This is an optimization exercise on Yosys and OpenROAD, whose aim is small area, a short achievable clock period and few clock cycles, not a production implementation.
At most, simulation tests tie the RTL to the original design; equivalence was not proved.
Power and IR drop assume default switching activity.

==> inputs of wip/pepper <==
==> flow/design.v <==
module udp_send_data_buf;
endmodule
module crc_calc;
endmodule
`timescale 1 ns / 1 ps
module udp_transmit
(
    input wire  clk,
    input wire  rst,
    output wire  eth_txd_tvalid,
    output wire [31 : 0] eth_txd_tdata,
    output wire [3 : 0] eth_txd_tkeep,
    output wire  eth_txd_tlast,
    input wire  eth_txd_tready,
    output wire                    eth_txc_tvalid,
    output wire [31 : 0] eth_txc_tdata,
    output wire [3 : 0] eth_txc_tkeep,
    output wire  eth_txc_tlast,
    input wire  eth_txc_tready,
    input wire [31 : 0]   s_axis_data_tdata,
    input wire                      s_axis_data_tvalid,
    output wire                     s_axis_data_tready,
    input wire                      s_axis_data_tlast
);
    reg [8:0]  nb;           
    reg        first;        
    reg        ctrl;         
    reg        hdr;          
    reg        payload;      
    reg        lastb;        
    reg [31:0] s;            
    reg        s_rdy;        
    reg [15:0] p;
    reg [31:0] o;            
    reg        o_v, o_last;
    reg        c_v, c_first, c_last;
    wire [3:0]  b = nb[3:0];
    wire [31:0] hv = (b == 4'd0) ? 32'h0000_0100 :
                     (b == 4'd1) ? 32'h0002_0000 :
                     (b == 4'd3) ? 32'h0045_0008 :
                     (b == 4'd4) ? 32'h0000_1c04 :
                     (b == 4'd5) ? 32'h1180_0000 :
                     (b == 4'd6) ? 32'ha8c0_e767 :
                     (b == 4'd7) ? 32'hc0a8_8001 :
                     (b == 4'd8) ? 32'h1879_0164 :
                     (b == 4'd9) ? 32'h0804_3075 : 32'h0;
    wire acc    = s_axis_data_tvalid && s_rdy;
    wire [31:0] w = s_rdy ? s_axis_data_tdata : s;
    wire c_free = !c_v || eth_txc_tready;
    wire o_free = !o_v || eth_txd_tready;
    wire step   = o_free && (ctrl ? (c_free && (!first || !s_rdy))
                                  : (!payload || !s_rdy || s_axis_data_tvalid));
    wire take   = step && payload;
    always @(posedge clk) begin
        if (rst) begin
            nb <= 9'd0;
            first <= 1'b1;
            ctrl <= 1'b1;
            hdr <= 1'b1;
            payload <= 1'b0;
            lastb <= 1'b0;
            s_rdy <= 1'b1;
            o_v <= 1'b0;
            c_v <= 1'b0;
        end else begin
            if (step) begin
                nb      <= lastb ? 9'd0 : nb + 9'd1;
                first   <= lastb;
                ctrl    <= lastb || (ctrl && nb != 9'd5);
                hdr     <= lastb || (hdr && nb != 9'd9);
                payload <= (nb == 9'd9) || (payload && nb != 9'd265);
                lastb   <= (nb == 9'd265);
            end
            if (take) s_rdy <= 1'b1;
            else if (acc) s_rdy <= 1'b0;
            if (o_free) o_v <= step;
            if (c_free) c_v <= step && ctrl;
        end
    end
    always @(posedge clk) begin
        if (s_rdy) s <= s_axis_data_tdata;
        if (take) p <= w[31:16];
        if (o_free) begin
            o[31:16] <= (hdr || lastb) ? hv[31:16] : w[15:0];
            o[15:0]  <= (hdr || nb == 9'd10) ? hv[15:0] : p;
            o_last   <= lastb;
        end
        if (c_free) begin
            c_first <= first;
            c_last  <= (nb == 9'd5);
        end
    end
    assign s_axis_data_tready = s_rdy;
    assign eth_txd_tvalid = o_v;
    assign eth_txd_tdata  = o;
    assign eth_txd_tkeep  = {{2{!o_last}}, 2'b11};
    assign eth_txd_tlast  = o_last;
    assign eth_txc_tvalid = c_v;
    assign eth_txc_tdata  = {c_first, 1'b0, c_first, 29'h0};
    assign eth_txc_tkeep  = 4'hF;
    assign eth_txc_tlast  = c_last;
endmodule
==> flow/flow/run.sh <==
#!/bin/bash
# The standard layout (standard.sh), with two changes to how it is made:
# ports are buffered with the smallest buffer (buf_1; timing repair upsizes
# the ones it needs), and each constant net keeps the single tie cell that
# synthesis gives it instead of one tie cell per load.
set -euo pipefail
export BUFFER_PORTS_ARGS="-buffer_cell sky130_fd_sc_hd__buf_1"
export SKIP_REPAIR_TIE_FANOUT=1
bash standard.sh > standard.log 2>&1
==> flow/standard.sh <==
#!/bin/bash
# synth_recipe.tcl (not shown) runs the flow's synth.tcl, then flattens the netlist and writes it again
# the make line also repeats each setting of config.mk as NAME=value (left out here)
make -C /OpenROAD-flow-scripts/flow DESIGN_CONFIG=/design/flow/config.mk WORK_HOME=/design/flow/orfs CLKGATE_MAP_FILE= SYNTH_SCRIPT=/design/flow/synth_recipe.tcl "${@:-finish}"
==> flow/config.mk <==
export PLATFORM = sky130hd
export DESIGN_NAME = udp_transmit
export DESIGN_NICKNAME = udp_transmit
export VERILOG_FILES = /design/flow/design.v
export SDC_FILE = /design/flow/constraint.sdc
export NUM_CORES = 4
export LEC_CHECK = 0
export CAP_MARGIN = 20
export CORE_MARGIN = 2
export CORE_UTILIZATION = 40
export PLACE_DENSITY = 0.6
export SETUP_SLACK_MARGIN = 3.2
export SLEW_MARGIN = 20
==> flow/constraint.sdc <==
create_clock -name core_clock -period 5.0 [get_ports {clk}]
set_input_delay 1.0000 -clock core_clock [delete_from_list [all_inputs] [get_ports {clk}]]
set_output_delay 1.0000 -clock core_clock [all_outputs]
set_load 0.01 [all_outputs]
==> wip/tundra: changes against wip/pepper <==
--- a/flow/design.v
+++ b/flow/design.v
@@ -34,3 +34,3 @@
     reg [31:0] o;            
-    reg        o_v, o_last;
+    reg        o_v, o_last, o_keep;
     reg        c_v, c_first, c_last;
@@ -86,2 +86,3 @@
             o_last   <= lastb;
+            o_keep   <= !lastb;
         end
@@ -95,3 +96,3 @@
     assign eth_txd_tdata  = o;
-    assign eth_txd_tkeep  = {{2{!o_last}}, 2'b11};
+    assign eth_txd_tkeep  = {{2{o_keep}}, 2'b11};
     assign eth_txd_tlast  = o_last;
- CORE_UTILIZATION: 40 -> 70
- PLACE_DENSITY: 0.6 -> 0.8
==> qor summary <==
quantity                                                     wip/tundra               wip/pepper
Tcrit/Tclk final                                                  38.8%                    39.1%
Power drawn by the clock network                               0.557 mW                 0.450 mW
Internal Dissipation                                            1.31 mW                  1.20 mW
Flop and latch count out of synthesis                               101                      100
Number of well-tap cells placed                                      75                      140
Clock sinks                                                         101                      100
Metal1 wirelength                                               3730 um                  3920 um
Crit path to                                           eth_txd_tkeep[3]         eth_txd_tkeep[2]
Net switching power figure                                     0.427 mW                 0.423 mW
Routed length per instance                                      18.9 um                  16.3 um
Logic power comb                                               0.222 mW                 0.233 mW
Signal buffers share of area                                      9.60%                    11.7%
Worst setup margin                                              3.06 ns                  3.04 ns
Multi-input gate share of total cell area                         32.5%                    32.1%
Layout multi-input combinational cell count                         214                      213
Sequential-to-total area share from yosys stat                    57.4%                    57.5%
Overall routing resource usage                                    26.0%                    16.3%
Number of clock buffers in the layout                                10                        9
RD Place Congestion                                               0.877                    0.776
End-of-flow core utilization                                      83.7%                    48.4%
Run status                                      complete, no violations  complete, no violations
Signal inverters                                                     12                       13
Crit path from                                                   o_keep                   o_last
Testbench counts of wip/pepper, summed over its fixed seeds: cycles 26,377.
The RTL of wip/tundra was laid out without a check of its function.

-- separate check: timing with driven ports --
No port has a modelled driver above. Below, the same layouts with a new extraction and two added sets of constraints. Step 1: set_driving_cell puts a clkbuf_16 on clk and a buf_2 on each other input, an assumption about the parent block. Step 2 adds t to the input delays and takes it off the output delays; t is the mean of the earliest and latest rising clock arrival at the registers after step 1. Input paths then give back, and output paths get back, about the clock's delay inside the block. a / b / c = no drivers / after step 1 / after step 2; a / b = the first two.
run	t (ns)	setup WS [ns]	worst setup path at the end	worst data-port slew with drivers (ns)
wip/pepper	0.388	3.043 / 3.011 / 2.740	input to register	0.04
wip/tundra	0.389	3.058 / 3.029 / 2.843	input to register	0.04
After both steps setup and hold are still met in every run listed. The setup slack of wip/pepper, which loses most, moves by -0.032 ns with the drivers and by -0.303 ns with both steps.
